Context: an optimization exercise on an open-source flow, tuned for small area. The choices shown serve that exercise and are no tape-out recipe. Only simulation tests tie the RTL to the original design; equivalence was not proved. Power figures rest on the tool's default switching activity, not on a simulated workload.

==> flow/design.v <==
module KFSDRAM (
    input   logic               sdram_clock,
    input   logic               sdram_reset,
    input   logic   [24:0]      address,
    input   logic   [9:0]       access_num,
    input   logic   [15:0]      data_in,
    output  logic   [15:0]      data_out,
    input   logic               write_request,
    input   logic               read_request,
    output  logic               write_flag,
    output  logic               read_flag,
    output  logic               idle,
    output  logic   [12:0]      sdram_address,
    output  logic               sdram_cke,
    output  logic               sdram_cs,
    output  logic               sdram_ras,
    output  logic               sdram_cas,
    output  logic               sdram_we,
    output  logic   [1:0]       sdram_ba,
    input   logic   [15:0]      sdram_dq_in,
    output  logic   [15:0]      sdram_dq_out,
    output  logic               sdram_dq_io
);
    localparam logic [2:0] P_R    = 3'd0;
    localparam logic [2:0] P_INIT = 3'd1;
    localparam logic [2:0] P_SEQI = 3'd2;
    localparam logic [2:0] P_IDLE = 3'd3;
    localparam logic [2:0] P_SEQ  = 3'd4;
    localparam logic [2:0] P_CMD  = 3'd5;
    localparam logic [2:0] P_TAIL = 3'd6;
    localparam logic [2:0] P_PRE  = 3'd7;
    localparam logic [9:0] LF_HIT  = 10'b1101110011;
    localparam logic [9:0] LF_INIT = 10'b1000011101;
    logic   [2:0]   ph;
    logic   [2:0]   ph_n;
    logic   [9:0]   k;
    logic   [9:0]   kp;
    logic   [9:0]   lf;
    logic           due;
    logic           tw;
    logic           tf;
    logic   [15:0]  dq;
    logic   pR, pINIT, pSEQI, pIDLE, pSEQ, pCMD, pTAIL, pPRE;
    logic   idl, req, hit, last, cbr, act, rw_wr;
    logic   [9:0]   col;
    assign pR    = (ph == P_R);
    assign pINIT = (ph == P_INIT);
    assign pSEQI = (ph == P_SEQI);
    assign pIDLE = (ph == P_IDLE);
    assign pSEQ  = (ph == P_SEQ);
    assign pCMD  = (ph == P_CMD);
    assign pTAIL = (ph == P_TAIL);
    assign pPRE  = (ph == P_PRE);
    assign idl  = pIDLE | (pPRE & k[0]);
    assign req  = write_request | read_request | due;
    assign hit  = (lf == LF_HIT);
    assign kp   = k + {9'd0, ~pINIT | hit};
    assign last = ((k + 10'd1) == access_num);
    assign cbr  = (pSEQI & ((k[3:0] == 4'd2) | (k[3:0] == 4'd7)))
                | (pSEQ & tf & k[0] & ~k[1]);
    assign act  = pSEQ & ~tf & k[0] & ~k[1] & ~k[2];
    assign rw_wr = pCMD & tw;
    always_comb begin
        ph_n = ph;
        case (ph)
            P_R:    ph_n = P_INIT;
            P_INIT: if (hit & k[3] & k[0]) ph_n = P_SEQI;
            P_SEQI: if (k[3] & k[2]) ph_n = P_IDLE;
            P_IDLE: if (req) ph_n = P_SEQ;
            P_SEQ:  if (tf ? k[2] : (k[2] & k[1])) ph_n = tf ? P_IDLE : P_CMD;
            P_CMD:  if (last) ph_n = P_TAIL;
            P_TAIL: if (tw ? k[0] : k[2]) ph_n = P_PRE;
            P_PRE:  if (k[0]) ph_n = req ? P_SEQ : P_IDLE;
            default: ph_n = P_R;
        endcase
    end
    always_ff @(posedge sdram_clock, posedge sdram_reset) begin
        if (sdram_reset)
            ph <= P_R;
        else
            ph <= ph_n;
    end
    always_ff @(posedge sdram_clock) begin
        k <= (ph_n != ph) ? 10'd0 : kp;
        if (pR)
            lf <= LF_INIT;
        else if (cbr)
            lf <= 10'd0;
        else
            lf <= {lf[8:0], ~(lf[9] ^ lf[6])};
        due <= ~cbr & (due | hit);
        if (idl) begin
            tw <= write_request;
            tf <= ~write_request & ~read_request;
        end
        dq <= data_in;
    end
    always_ff @(posedge sdram_clock, posedge sdram_reset) begin
        if (sdram_reset)
            data_out <= 16'd0;
        else
            data_out <= sdram_dq_in;
    end
    assign col = address[9:0] + k;
    always_comb begin
        sdram_address = 13'd0;
        if (act)
            sdram_address = address[22:10];
        else if (pCMD)
            sdram_address[9:0] = col;
        else if (pSEQI & (k[3] & k[2]))
            sdram_address[9:0] = 10'h030;
        if ((pSEQI & (k[3:1] == 3'd0)) | pPRE)
            sdram_address[10] = 1'b1;
    end
    assign sdram_ba     = (act | pCMD) ? address[24:23] : 2'd0;
    assign sdram_cke    = ~pR;
    assign sdram_cs     = pR;
    assign sdram_ras    = ~((pSEQI & ((k[3:0] == 4'd0) | (k[3] & k[2]))) | cbr | act | (pPRE & ~k[0]));
    assign sdram_cas    = ~(cbr | (pSEQI & k[3] & k[2]) | pCMD);
    assign sdram_we     = ~((pSEQI & ((k[3:0] == 4'd0) | (k[3] & k[2]))) | rw_wr | (pPRE & ~k[0]));
    assign sdram_dq_io  = ~rw_wr;
    assign sdram_dq_out = dq & {16{rw_wr}};
    assign idle         = idl;
    assign write_flag   = tw & ((pSEQ & k[2] & k[1]) | (pCMD & ~last));
    assign read_flag    = ~tw & ((pCMD & (|k[9:2]))
                               | (pTAIL & ~k[2] & ((|access_num[9:2])
                                                  | (k[1] & access_num[1])
                                                  | ((k[1] | access_num[1]) & k[0] & access_num[0]))));
endmodule
==> flow/run.sh <==
#!/bin/bash
# synth_recipe.tcl (not shown) runs the flow's synth.tcl, then flattens the netlist and writes it again
# the make line also repeats each setting of config.mk as NAME=value (left out here)
make -C /OpenROAD-flow-scripts/flow DESIGN_CONFIG=/design/flow/config.mk WORK_HOME=/design/flow/orfs CLKGATE_MAP_FILE= SYNTH_SCRIPT=/design/flow/synth_recipe.tcl finish
==> flow/config.mk <==
export PLATFORM = sky130hd
export DESIGN_NAME = KFSDRAM
export DESIGN_NICKNAME = KFSDRAM
export VERILOG_FILES = /design/flow/design.v
export SDC_FILE = /design/flow/constraint.sdc
export NUM_CORES = 4
export LEC_CHECK = 0
export CAP_MARGIN = 20
export CORE_MARGIN = 2
export CORE_UTILIZATION = 40
export SLEW_MARGIN = 20
==> flow/constraint.sdc <==
create_clock -name core_clock -period 10.0 [get_ports {sdram_clock}]
set_input_delay 2.0000 -clock core_clock [delete_from_list [all_inputs] [get_ports {sdram_clock}]]
set_output_delay 2.0000 -clock core_clock [all_outputs]
set_load 0.01 [all_outputs]
==> impl_metrics.csv, run 1 <==
group,metric,value,unit
pwr,power.density,230,nW/µm²
worst_hold_path,min_path_cells,2,
routing,vias,2858,
finish,post-route-util,60.5,%
synth,synthDistinctLibCells,61,
worst_hold_path,hp-class,"register to register",
placement,post_dp_cell_area,4380,µm²
critical_path,path_common_cell,"clkdlybuf4s50_1",
timing,slew_violations,0,
job,cap_violations,0,
placement,buffer_ports.inserted,126,
timing,maxSlewHeadroom,45.7,%
timing,finalHoldViolCount,0,
critical_path,cp_max_fo,2,
synth,yosysWarningCount,1,
clock_tree,clock_path_buffers,2,
finish,multi_input_area,1680,µm²
critical_path,end_kind,"output pin",
grt,overflow,0,
timing,worst_pin_slew,0.814,ns
routing,vias_per_cell,5.11,
synth,synth_top_area_share,24.0,%
finish,layout-drive-gt1-share,5.47,%
synth,avgSynthCellArea,9.23,µm²
synth,synth_nets,421,
critical_path,r2r_cells,8,
placement,gp_congestion,0.827,
grt,grt_pass1_wl,13.7,mm
placement,detailed_place_hpwl,6.36,mm
synth,ys_seq_area_share,41.3,%
finish,fillerInstances,675,
clock_tree,clock-root-buffer,"clkbuf_8",
finish,diodes,0,
pwr,power_leakage,0.00188,µW
timing,final.setup.tns,0,ns
synth,postSynthCellCount,335,
clock_tree,cts_resized,0,
floorplan,die_w,91.9,µm
finish,seq_area,1280,µm²
pwr,max-vdd-ir-drop,0.160,mV
status,status,"no timing/DRC/antenna violations",
critical_path,crit_path_top_delay_cell,"clkdlybuf4s50_1",
grt,antenna_found_initial,0,
routing,wl,8.57,mm
timing,setup_violations,0,
routing,drt_iter0_markers,148,
critical_path,critPathLaunchType,"input port",
critical_path,cpPeakStageDelay,0.47,ns
pwr,power,1060,µW
synth,synth_area_leaders,"dfxtp_1 (24%), dfrtp_1 (15%), ha_1 (5.7%)",
timing,finalCritPeriodShare,65.0,%
floorplan,dieArea,8450,µm²
finish,area_delta_synth_final,48.8,%
routing,wl_per_cell,15.3,µm
timing,final.min_clock_period,6.50,ns
critical_path,worstPathArrival,4.50,ns
clock_tree,h-tree-depth,3,
timing,skew,0.0108,ns
grt,grt_use_total,20.6,%
finish,nets,538,
synth,synthArstFlopShare,32.8,%
timing,fmax,154,MHz
floorplan,io_pins,127,
critical_path,worstSetupPathType,"input port to output pin",
synth,ys.flop_type,"dfxtp_1",
clock_tree,post-cts-setup-buffer-count,0,
clock_tree,clock_latency,0.34,ns
routing,dr.pass1.iters,5,
routing,ant_nets,0,
clock_tree,cts_buffers,9,
floorplan,start_util,40.6,%
synth,synth-edff-count,2,
clock_tree,cts_tree,"done",
grt,grt_pass1_vias,2835,
synth,synth.top_cells.by_count,"dfxtp_1 (37), nand2_1 (28), and3_1 (24)",
clock_tree,path_clk_slew,0.07,ns
synth,yosys.area.top_type,"dfxtp_1",
floorplan,die_h,91.9,µm
grt,grt_max_degree,26,
floorplan,std_cell_rows,32,
finish,design_area,4600,µm²
critical_path,crit_chain,"clkdlybuf4s50_1 > ha_1 > fa_1 > a21o_1 > a21oi_1 > o21bai_1 > a31oi_1 > mux2i_1 > nand2_1 > clkdlybuf4s50_1",
routing,drc,0,
critical_path,required,8.00,ns
clock_tree,numClockSinks,58,
timing,rsz0062_at_grt,"no",
floorplan,core,7610,µm²
synth,ys_ff_latch,58,
synth,synthesis.area,3090,µm²
synth,yosys.cell_count.top_type,"dfxtp_1",
clock_tree,cts_hold_buf,0,
## per-layer routing
metal / global-route usage, % / part of all wire (%) / vias to the layer above
li1: - / - / 1422
met1: 26.4 / 44 / 1327
met2: 33.4 / 48 / 93
met3: 3.94 / 5.7 / 16
met4: 10.1 / 2.5 / 0
met5: 0 / 0 / -
## state kept, by name, indices dropped and copies added (netlist names)
name / count
lf: 10
tw: 1
k: 10
dq: 16
data_out: 16
due: 1
ph: 3
tf: 1
## per-stage QoR
stage	worst slack, ns	cells	hold WS [ns]
floorplan	4.44	335	0.416
global placement	3.50	543	0.429
detailed placement	3.50	543	0.435
CTS	3.48	559	0.438
global route	3.29	559	0.457
finish	3.50	559	0.431
## worst paths after layout
kind,from,endpoint,slack [ns]
max reg2reg,k[0],k[7],7.25
min,lf[8],lf[9],0.43
max in group asynchronous,sdram_reset,data_out[4],7.48
min in group asynchronous,sdram_reset,data_out[12],2.06
max,address[0],sdram_address[8],3.50
min reg2reg,lf[8],lf[9],0.43
## cell usage in the layout, fill, tap and decap left out, types with 5 or more instances in the layout
cell type,Yosys,final
a21o_1,8,8
a21oi_1,22,22
dfrtp_1,19,19
inv_1,9,9
xnor2_1,18,18
ha_1,14,14
and3_1,24,24
nor2_1,16,16
o21a_1,5,5
nor3_1,9,9
clkbuf_8,0,10
o21ai_0,13,13
nand2_1,28,28
dfxtp_1,37,37
xor2_1,10,10
nand3_1,11,11
and2_1,5,5
clkdlybuf4s50_1,0,126
## cell families (layout without fill, tap and decap cells)
family	count (synthesis)	count (layout)	share of synthesized area, %
and+or+nand+nor	129	129	23.6
AOI/OAI and AO/OA	72	72	15.4
DFF	58	58	41.3
buffers and inverters	30	152	4.45
xor gates and xnor gates	28	28	7.93
adders and majority gates	16	16	6.64
muxes	2	2	0.688
## power breakdown
| part | internal [µW] | total (µW) | switching, µW |
|---|---|---|---|
| Clock | 137 | 233 | 96.1 |
| Combinational | 248 | 477 | 229 |
| Sequential | 278 | 348 | 70.8 |
## area by class of cell
type	count	area share [%]
multi-input cells	247	36.5
well taps	102	2.77
repair buffers	127	27.6
clock buffers	12	3.62
clock inverters	4	1.06
flip-flops and latches	58	27.7
inverters	9	0.734
## critical path: cells and delay by family
kind,cells,cell delay [ns]
buffers and inverters,2,0.87
AO/OA/AOI/OAI,4,0.72
multiplexers,1,0.21
adder cells (fa/ha/maj),2,0.63
AND/OR/NAND/NOR,1,0.06
==> run 2: changes to the inputs <==
--- a/flow/design.v
+++ b/flow/design.v
@@ -54,8 +54,13 @@
     assign idl  = pIDLE | (pPRE & k[0]);
     assign req  = write_request | read_request | due;
     assign hit  = (lf == LF_HIT);
-    assign kp   = k + {9'd0, ~pINIT | hit};
-    assign last = ((k + 10'd1) == access_num);
+    logic   [10:0]  ic;
+    assign ic[0] = ~pINIT | hit;
+    for (genvar i = 0; i < 10; i++) begin : g_inc
+        assign kp[i]    = k[i] ^ ic[i];
+        assign ic[i+1]  = k[i] & ic[i];
+    end
+    assign last = (kp == access_num);
     assign cbr  = (pSEQI & ((k[3:0] == 4'd2) | (k[3:0] == 4'd7)))
                 | (pSEQ & tf & k[0] & ~k[1]);
     assign act  = pSEQ & ~tf & k[0] & ~k[1] & ~k[2];
@@ -101,7 +106,12 @@
         else
             data_out <= sdram_dq_in;
     end
-    assign col = address[9:0] + k;
+    logic   [10:0]  cy;
+    assign cy[0] = 1'b0;
+    for (genvar i = 0; i < 10; i++) begin : g_col
+        assign col[i]   = address[i] ^ k[i] ^ cy[i];
+        assign cy[i+1]  = (address[i] & k[i]) | (address[i] & cy[i]) | (k[i] & cy[i]);
+    end
     always_comb begin
         sdram_address = 13'd0;
         if (act)
==> flow/flow/run.sh (new file) <==
#!/bin/bash
# Standard ORFS layout (the standard.sh, unchanged synthesis), with two knobs:
#  - every I/O port still gets its own buffer, but the smallest one (buf_1);
#  - CTS without dummy loads, clustering all sinks under few buffers.
set -euo pipefail
export BUFFER_PORTS_ARGS="-buffer_cell sky130_fd_sc_hd__buf_1"
export CTS_ARGS="-sink_clustering_enable -repair_clock_nets -dont_use_dummy_load -buf_list sky130_fd_sc_hd__clkbuf_8 -root_buf sky130_fd_sc_hd__clkbuf_8 -sink_clustering_size 30 -sink_clustering_max_diameter 100"
bash standard.sh > flow_make.log 2>&1
==> flow/standard.sh (new file) <==
#!/bin/bash
# synth_recipe.tcl (not shown) runs the flow's synth.tcl, then flattens the netlist and writes it again
# the make line also repeats each setting of config.mk as NAME=value (left out here)
make -C /OpenROAD-flow-scripts/flow DESIGN_CONFIG=/design/flow/config.mk WORK_HOME=/design/flow/orfs CLKGATE_MAP_FILE= SYNTH_SCRIPT=/design/flow/synth_recipe.tcl "${@:-finish}"
removed: flow/run.sh
==> run 2 against run 1 <==
Against the previous run:
- still clean on timing, DRC and antenna
- routed wire length decreased by 22%
- combinational power fell by 76%
- setup slack worse by 1.1 ns
- hold slack got worse by 0.0099 ns
- cell count shrank 16%
- global-route usage fell by 2.2 points
- die area down 10%
- clock power shrank 33%
- register-to-register slack worse by 1.5 ns
- non-clock buffer count is 1 lower
- cell area fell by 26%
==> impl_metrics.csv, run 2 <==
group,metric,value,unit
timing,finalHoldViolCount,0,
finish,top_regs,"data_out: 16 flops, dq: 16 flops",
critical_path,end_kind,"output pin",
grt,antenna_found_initial,0,
pwr,p_int,404,µW
routing,wl_per_cell,14.4,µm
critical_path,required,8.00,ns
synth,yosys.cell_count.top_type,"dfxtp_1",
floorplan,start_util,41.1,%
timing,setup_violations,0,
synth,synth-edff-count,2,
job,cap_violations,0,
timing,finalCritPeriodShare,75.8,%
synth,ys_seq_area_share,46.2,%
routing,drc,0,
clock_tree,clock-root-buffer,"clkbuf_8",
timing,maxSlewHeadroom,33.1,%
timing,final.min_clock_period,7.58,ns
synth,synth_nets,355,
routing,vias,2326,
grt,grt_pass1_wl,10.6,mm
synth,synthDistinctLibCells,56,
finish,most-common-layout-cells,"buf_1 (126), dfxtp_1 (37), nand2_1 (29)",
routing,wl_met3,504,µm
placement,gp_congestion,0.906,
floorplan,std_cell_rows,30,
critical_path,crit_path_top_delay_cell,"fa_1",
floorplan,die_w,87.1,µm
grt,overflow,0,
clock_tree,numClockSinks,58,
synth,synth_area_leaders,"dfxtp_1 (27%), dfrtp_1 (17%), fa_1 (5.8%)",
synth,synthArstFlopShare,32.8,%
synth,synthesis.area,2760,µm²
placement,buffer_ports.inserted,126,
pwr,p_seq_share,52.2,%
synth,postSynthCellCount,266,
routing,met1_length,3.08,mm
worst_hold_path,hp-class,"register to register",
routing,drt_iter0_markers,123,
clock_tree,clock_path_buffers,2,
synth,yosysWarningCount,1,
pwr,comb_power_share,20.3,%
floorplan,die_h,87.1,µm
critical_path,worstSetupPathType,"input port to output pin",
routing,dr.pass1.iters,4,
pwr,netSwitchingPower,166,µW
status,status,"no timing/DRC/antenna violations",
timing,final.setup.tns,0,ns
timing,skew,0.0192,ns
clock_tree,h-tree-depth,3,
floorplan,core,6720,µm²
grt,grt_pass1_vias,2185,
synth,yosys.area.top_type,"dfxtp_1",
critical_path,crit_chain,"buf_1 > ha_1 > inv_1 > fa_1 > fa_1 > fa_1 > inv_1 > fa_1 > fa_1 > inv_1 > fa_1 > fa_1 > fa_1 > xnor2_1 > xnor2_1 > o21ai_0 > buf_1",
routing,met2_length,3.00,mm
synth,avgSynthCellArea,10.4,µm²
routing,routed.top_layer,"met4",
timing,rsz0062_at_grt,"no",
timing,slew_violations,0,
synth,ys.flop_type,"dfxtp_1",
critical_path,path_common_cell,"fa_1",
synth,synth.top_cells.by_count,"dfxtp_1 (37), nand2_1 (29), and3_1 (23)",
floorplan,io_pins,127,
floorplan,dieArea,7580,µm²
clock_tree,cts_tree,"done",
critical_path,critPathTopFamily,"adder cells",
critical_path,cp_max_fo,1,
clock_tree,clock_latency,0.33,ns
clock_tree,cts_buffers,9,
finish,mostFrequentLayoutCell,"buf_1",
finish,nets,478,
grt,grt_use_total,18.5,%
critical_path,cpPeakStageDelay,0.39,ns
pwr,max-vdd-ir-drop,0.0849,mV
critical_path,crit_buf_inv,5,
routing,ant_nets,0,
clock_tree,cts_resized,0,
finish,area_delta_synth_final,22.8,%
clock_tree,cts_hold_buf,0,
timing,fmax,132,MHz
pwr,switching_share,29.1,%
critical_path,worstPathArrival,5.58,ns
pwr,power_leakage,0.00142,µW
finish,layout-drive-gt1-share,5.43,%
placement,detailed_place_hpwl,5.08,mm
synth,ys_ff_latch,58,
pwr,clock_power_share,27.5,%
pwr,power,570,µW
routing,wl,6.72,mm
critical_path,critPathLaunchType,"input port",
grt,grt_max_degree,26,
finish,diodes,0,
timing,worst_pin_slew,0.997,ns
clock_tree,path_clk_slew,0.07,ns
clock_tree,post-cts-setup-buffer-count,0,
pwr,power.density,168,nW/µm²
routing,vias_per_cell,4.98,
synth,synth_top_area_share,26.8,%
run 2: cell types whose count changed in the layout (fill, tap and decap cells not counted), sizes merged, moves of 7 or more:
cell,delta
a21boi,+8
inv,+13
xor2,-10
nor3,-8
buf,+125
clkdlybuf4s50,-126
fa,+7
a21o,-8
nor2,-12
a21oi,-15
run 2: per-layer routing:
metal / track usage [%] / vias up
met3: 5.69 / 12
met4: 7.24 / 0
met1: 24.1 / 1051
li1: - / 1162
met2: 28.5 / 101
met5: 0 / -
run 2: cell type report:
cell class                      instances  area (µm²)
Fill cell                             649        3330
Multi-Input combinational cell        172        1340
Sequential cell                        58        1280
Timing Repair Buffer                  126         473
Clock buffer                            9         124
Tap cell                               80         100
Inverter                               22        82.6
run 2: worst min-delay path, delay by kind of cell (launching register included):
kind | cells | cell delay, ns
flops | 1 | 0.31
simple gates | 2 | 0.09
run 2: final timing paths:
kind / start / endpoint / slack [ns] / cells after the start
max: address[0] / sdram_address[9] / 2.42 / 17
min in group asynchronous: sdram_reset / data_out[9] / 1.73 / 2
min: lf[2] / lf[3] / 0.42 / 2
min reg2reg: lf[2] / lf[3] / 0.42 / 2
max reg2reg: ph[0] / k[4] / 5.70 / 17
max in group asynchronous: sdram_reset / ph[1] / 7.80 / 2
run 2: logic make-up (layout without fill, tap and decap cells):
kind of cell | Yosys count | count (layout) | share of synthesized area (%)
muxes | 1 | 1 | 0.362
buffers and inverters | 36 | 157 | 5.39
AOI/OAI and AO/OA | 44 | 44 | 12.1
xor gates and xnor gates | 15 | 15 | 5.26
adders and majority gates | 19 | 19 | 10.7
DFF | 58 | 58 | 46.2
and+or+nand+nor | 93 | 93 | 20.0
run 2: stage by stage:
stage | utilization, % | hold slack [ns] | setup slack [ns] | cell area [µm²] | cells
finish | 50.5 | 0.421 | 2.42 | 3390 | 467
global route | 50.5 | 0.453 | 2.24 | 3390 | 467
CTS | 50.5 | 0.424 | 2.38 | 3390 | 467
detailed placement | 48.6 | 0.432 | 2.39 | 3270 | 458
global placement | 48.6 | 0.419 | 2.45 | 3270 | 458
floorplan | - | 0.416 | 2.65 | 2760 | 266
run 2: power by group through the flow:
stage	clock, µW	sequential [µW]	combinational [µW]
after floorplan	0	289	92.9
after global placement	0	302	115
after detailed placement	0	302	117
after CTS	164	297	118
after global routing	173	303	133
final	157	298	116
==> run 3: changes to the inputs <==
==> flow/flow/run.sh (replaced) <==
#!/bin/bash
# The standard layout (standard.sh: unchanged synthesis and ORFS steps), with two knobs:
#  - every I/O port still gets its own buffer, but the smallest buffer cell (buf_1);
#  - CTS with clkbuf_4 buffers and no dummy loads.
# All tool output goes to flow_make.log here (ORFS keeps per-step logs under orfs/logs).
set -euo pipefail
export BUFFER_PORTS_ARGS="-buffer_cell sky130_fd_sc_hd__buf_1"
export CTS_ARGS="-sink_clustering_enable -repair_clock_nets -dont_use_dummy_load -buf_list sky130_fd_sc_hd__clkbuf_4 -root_buf sky130_fd_sc_hd__clkbuf_4"
bash standard.sh > flow_make.log 2>&1
==> run 3 against run 2 <==
Against the previous run:
- still clean
- sequential share of layout area is 0.64 points higher
- combinational power hardly changed
- clock skew is 0.010 ns higher
- register-to-register slack hardly changed
- synthesized area stayed put
- clock power is 27% lower
- die area stayed put
- fmax stayed put
- cell area is 1.7% lower
- non-clock buffer count stayed put
- cell count stayed put
- hold slack worse by 0.011 ns
- largest cell class unchanged
==> impl_metrics.csv, run 3 <==
group,metric,value,unit
status,status,"no timing/DRC/antenna violations",
grt,grt_use_total,18.5,%
clock_tree,cts_resized,0,
placement,place_inst,458,
routing,ant_nets,0,
grt,globalRouteMet3Util,4.83,%
finish,nets,478,
timing,rsz0062_at_grt,"no",
floorplan,dieArea,7580,µm²
worst_hold_path,min_path_cells,2,
finish,fillerInstances,646,
synth,synth_top_area_share,26.8,%
placement,gp_congestion,0.906,
critical_path,end_kind,"output pin",
timing,final.setup.tns,0,ns
placement,buffer_ports.inserted,126,
timing,worst_pin_slew,1.02,ns
synth,synth-edff-count,2,
critical_path,reg2reg_slack,5.70,ns
synth,ys_seq_area_share,46.2,%
timing,slew_violations,0,
pwr,power.density,158,nW/µm²
routing,dr.pass1.iters,4,
clock_tree,post-cts-setup-buffer-count,0,
worst_hold_path,hp-class,"register to register",
critical_path,required,8.00,ns
critical_path,critPathLaunchType,"input port",
critical_path,cp_max_fo,1,
routing,wl_per_cell,14.4,µm
synth,synthArstFlopShare,32.8,%
clock_tree,path_clk_slew,0.11,ns
synth,avgSynthCellArea,10.4,µm²
synth,synth.top_cells.by_count,"dfxtp_1 (37), nand2_1 (29), and3_1 (23)",
grt,overflow,0,
grt,grt_max_degree,26,
pwr,p_int,365,µW
clock_tree,h-tree-depth,3,
clock_tree,clock-root-buffer,"clkbuf_4",
placement,detailed_place_hpwl,5.08,mm
synth,synth_area_leaders,"dfxtp_1 (27%), dfrtp_1 (17%), fa_1 (5.8%)",
grt,grt-busiest-layer,"met2",
grt,antenna_found_initial,0,
pwr,switching_share,30.7,%
pwr,power_leakage,0.00140,µW
floorplan,start_util,41.1,%
critical_path,worstSetupPathType,"input port to output pin",
grt,grtUsageMet2,28.7,%
synth,synthesis.area,2760,µm²
synth,yosysWarningCount,1,
timing,finalCritPeriodShare,75.8,%
critical_path,r2r-start,"ph[0]",
synth,postSynthCellCount,266,
clock_tree,cts_hold_buf,0,
floorplan,io_pins,127,
finish,most-common-layout-cells,"buf_1 (126), dfxtp_1 (37), nand2_1 (29)",
finish,top_regs,"data_out: 16 flops, dq: 16 flops",
timing,fmax,132,MHz
finish,mostFrequentLayoutCell,"buf_1",
finish,layout-drive-gt1-share,5.43,%
finish,layoutNonFillerInstCount,467,
synth,yosys.area.top_type,"dfxtp_1",
synth,ys.flop_type,"dfxtp_1",
pwr,p_seq_share,56.4,%
grt,grt_pass1_vias,2174,
synth,yosys.cell_count.top_type,"dfxtp_1",
routing,vias,2359,
worst_hold_path,hold_start,"lf[2]",
routing,drt_iter0_markers,98,
clock_tree,numClockSinks,58,
timing,maxSlewHeadroom,31.6,%
synth,synthDistinctLibCells,56,
timing,whs,0.409,ns
timing,setup_violations,0,
clock_tree,clock_latency,0.41,ns
pwr,max-vdd-ir-drop,0.0752,mV
routing,drc,0,
pwr,comb_power_share,21.9,%
floorplan,die_w,87.1,µm
timing,setup_ws,2.42,ns
synth,ys_ff_latch,58,
synth,synth_nets,355,
pwr,clock_power_share,21.8,%
timing,final.min_clock_period,7.58,ns
clock_tree,clock_path_buffers,2,
worst_hold_path,min_to,"lf[3]",
floorplan,core,6720,µm²
timing,skew,0.0292,ns
clock_tree,cts_buffers,9,
finish,diodes,0,
job,cap_violations,0,
floorplan,std_cell_rows,30,
grt,grt_use_met1,24.0,%
routing,vias_per_cell,5.05,
critical_path,r2r-end,"k[6]",
floorplan,die_h,87.1,µm
clock_tree,cts_tree,"done",
timing,finalHoldViolCount,0,
pwr,netSwitchingPower,162,µW
routing,wl,6.72,mm
critical_path,r2r_cells,17,
critical_path,worstPathArrival,5.58,ns
grt,grt_pass1_wl,10.6,mm
finish,area_delta_synth_final,20.8,%
placement,pre_cts_slack,2.39,ns
==> run 3: how the worst max path moves through the flow <==
| stage | startpoint | end | slack, ns | cells after the start |
|---|---|---|---|---|
| 2_1_floorplan | address[0] | sdram_address[9] | 2.65 | 15 |
| 3_3_place_gp | address[0] | sdram_address[9] | 2.45 | 17 |
| 3_5_place_dp | address[0] | sdram_address[9] | 2.39 | 17 |
| 4_1_cts | address[0] | sdram_address[9] | 2.38 | 17 |
| 5_1_grt | address[0] | sdram_address[9] | 2.24 | 17 |
| 6_report | address[0] | sdram_address[9] | 2.42 | 17 |
==> run 3: cells by family (layout without fill, tap and decap cells) <==
family | count (synthesis) | count (layout) | synth area share [%]
flip-flops | 58 | 58 | 46.2
AND/OR/NAND/NOR | 93 | 93 | 20.0
AO/OA/AOI/OAI | 44 | 44 | 12.1
multiplexers | 1 | 1 | 0.362
adder cells (fa/ha/maj) | 19 | 19 | 10.7
XOR/XNOR | 15 | 15 | 5.26
buffers and inverters | 36 | 157 | 5.39
==> run 3: cell type report <==
cell class	instances	area, µm²	area share [%]
multi-input combinational	172	1340	40.1
sequential	58	1280	38.3
timing repair buffer	126	473	14.2
tap	80	100	3.00
inverter	22	82.6	2.48
clock buffer	9	67.6	2.03
==> run 3: routing by layer <==
layer / wire length [µm] / up-vias / share of wire (%)
met1: 3040 / 1061 / 45
met3: 499 / 16 / 7.4
met4: 172 / 0 / 2.6
li1: - / 1165 / -
met2: 3010 / 117 / 45
met5: 0 / - / 0
==> run 3: worst max-delay path, cell delays in order <==
cell and delay, ns:
buf_1 0.07, ha_1 0.14, inv_1 0.05, fa_1 0.37, fa_1 0.39, fa_1 0.36
inv_1 0.07, fa_1 0.17, fa_1 0.17, inv_1 0.05, fa_1 0.37, fa_1 0.39
fa_1 0.39, xnor2_1 0.14, xnor2_1 0.13, o21ai_0 0.14, buf_1 0.17
==> run 3: power by group through the flow <==
| stage | clock, µW | combinational, µW | sequential (µW) |
|---|---|---|---|
| CTS | 121 | 118 | 297 |
| finish | 115 | 115 | 297 |
| floorplan | 0 | 92.9 | 289 |
| global placement | 0 | 115 | 302 |
| global route | 129 | 133 | 303 |
| detailed placement | 0 | 117 | 302 |
==> run 3: metrics by stage <==
stage	cell area (µm²)	total power (µW)	utilization (%)
2_1_floorplan	2760	381	-
3_3_place_gp	3270	417	48.6
3_5_place_dp	3270	419	48.6
4_1_cts	3340	536	49.6
5_1_grt	3340	564	49.6
6_report	3340	527	49.6

[afterwards: timing with drivers on the ports]
In the flow no input, the clock included, has a driving cell. The finished layouts below were timed again as built, in two steps.
Step 1 (the two cells are an assumption about what drives the block):
set clk [get_ports {sdram_clock}]
set_driving_cell -lib_cell sky130_fd_sc_hd__clkbuf_16 $clk
set_driving_cell -lib_cell sky130_fd_sc_hd__buf_2 [delete_from_list [all_inputs] $clk]
Step 2 also shifts input and output timing later by t, the mid clock arrival at the registers, as if the neighbouring blocks saw the same clock.
a / b / c = ideal ports / drivers / drivers and shift; a / b = the first two.
run	shift t [ns]	setup slack, ns	hold slack, ns	clock arrival spread, ns	slew at the worst register clock pin (ns)
run 1	0.367	3.499 / 3.472 / 3.472	0.431 / 0.431 / 0.431	0.011 / 0.011	0.07 / 0.07
run 2	0.356	2.421 / 2.397 / 2.397	0.421 / 0.421 / 0.421	0.019 / 0.020	0.07 / 0.07
run 3	0.421	2.421 / 2.397 / 2.397	0.409 / 0.409 / 0.409	0.030 / 0.030	0.11 / 0.11
After both steps setup and hold are still met in every run listed. The setup slack of run 1, which loses most, moves by -0.027 ns with the drivers and by -0.027 ns with both steps.
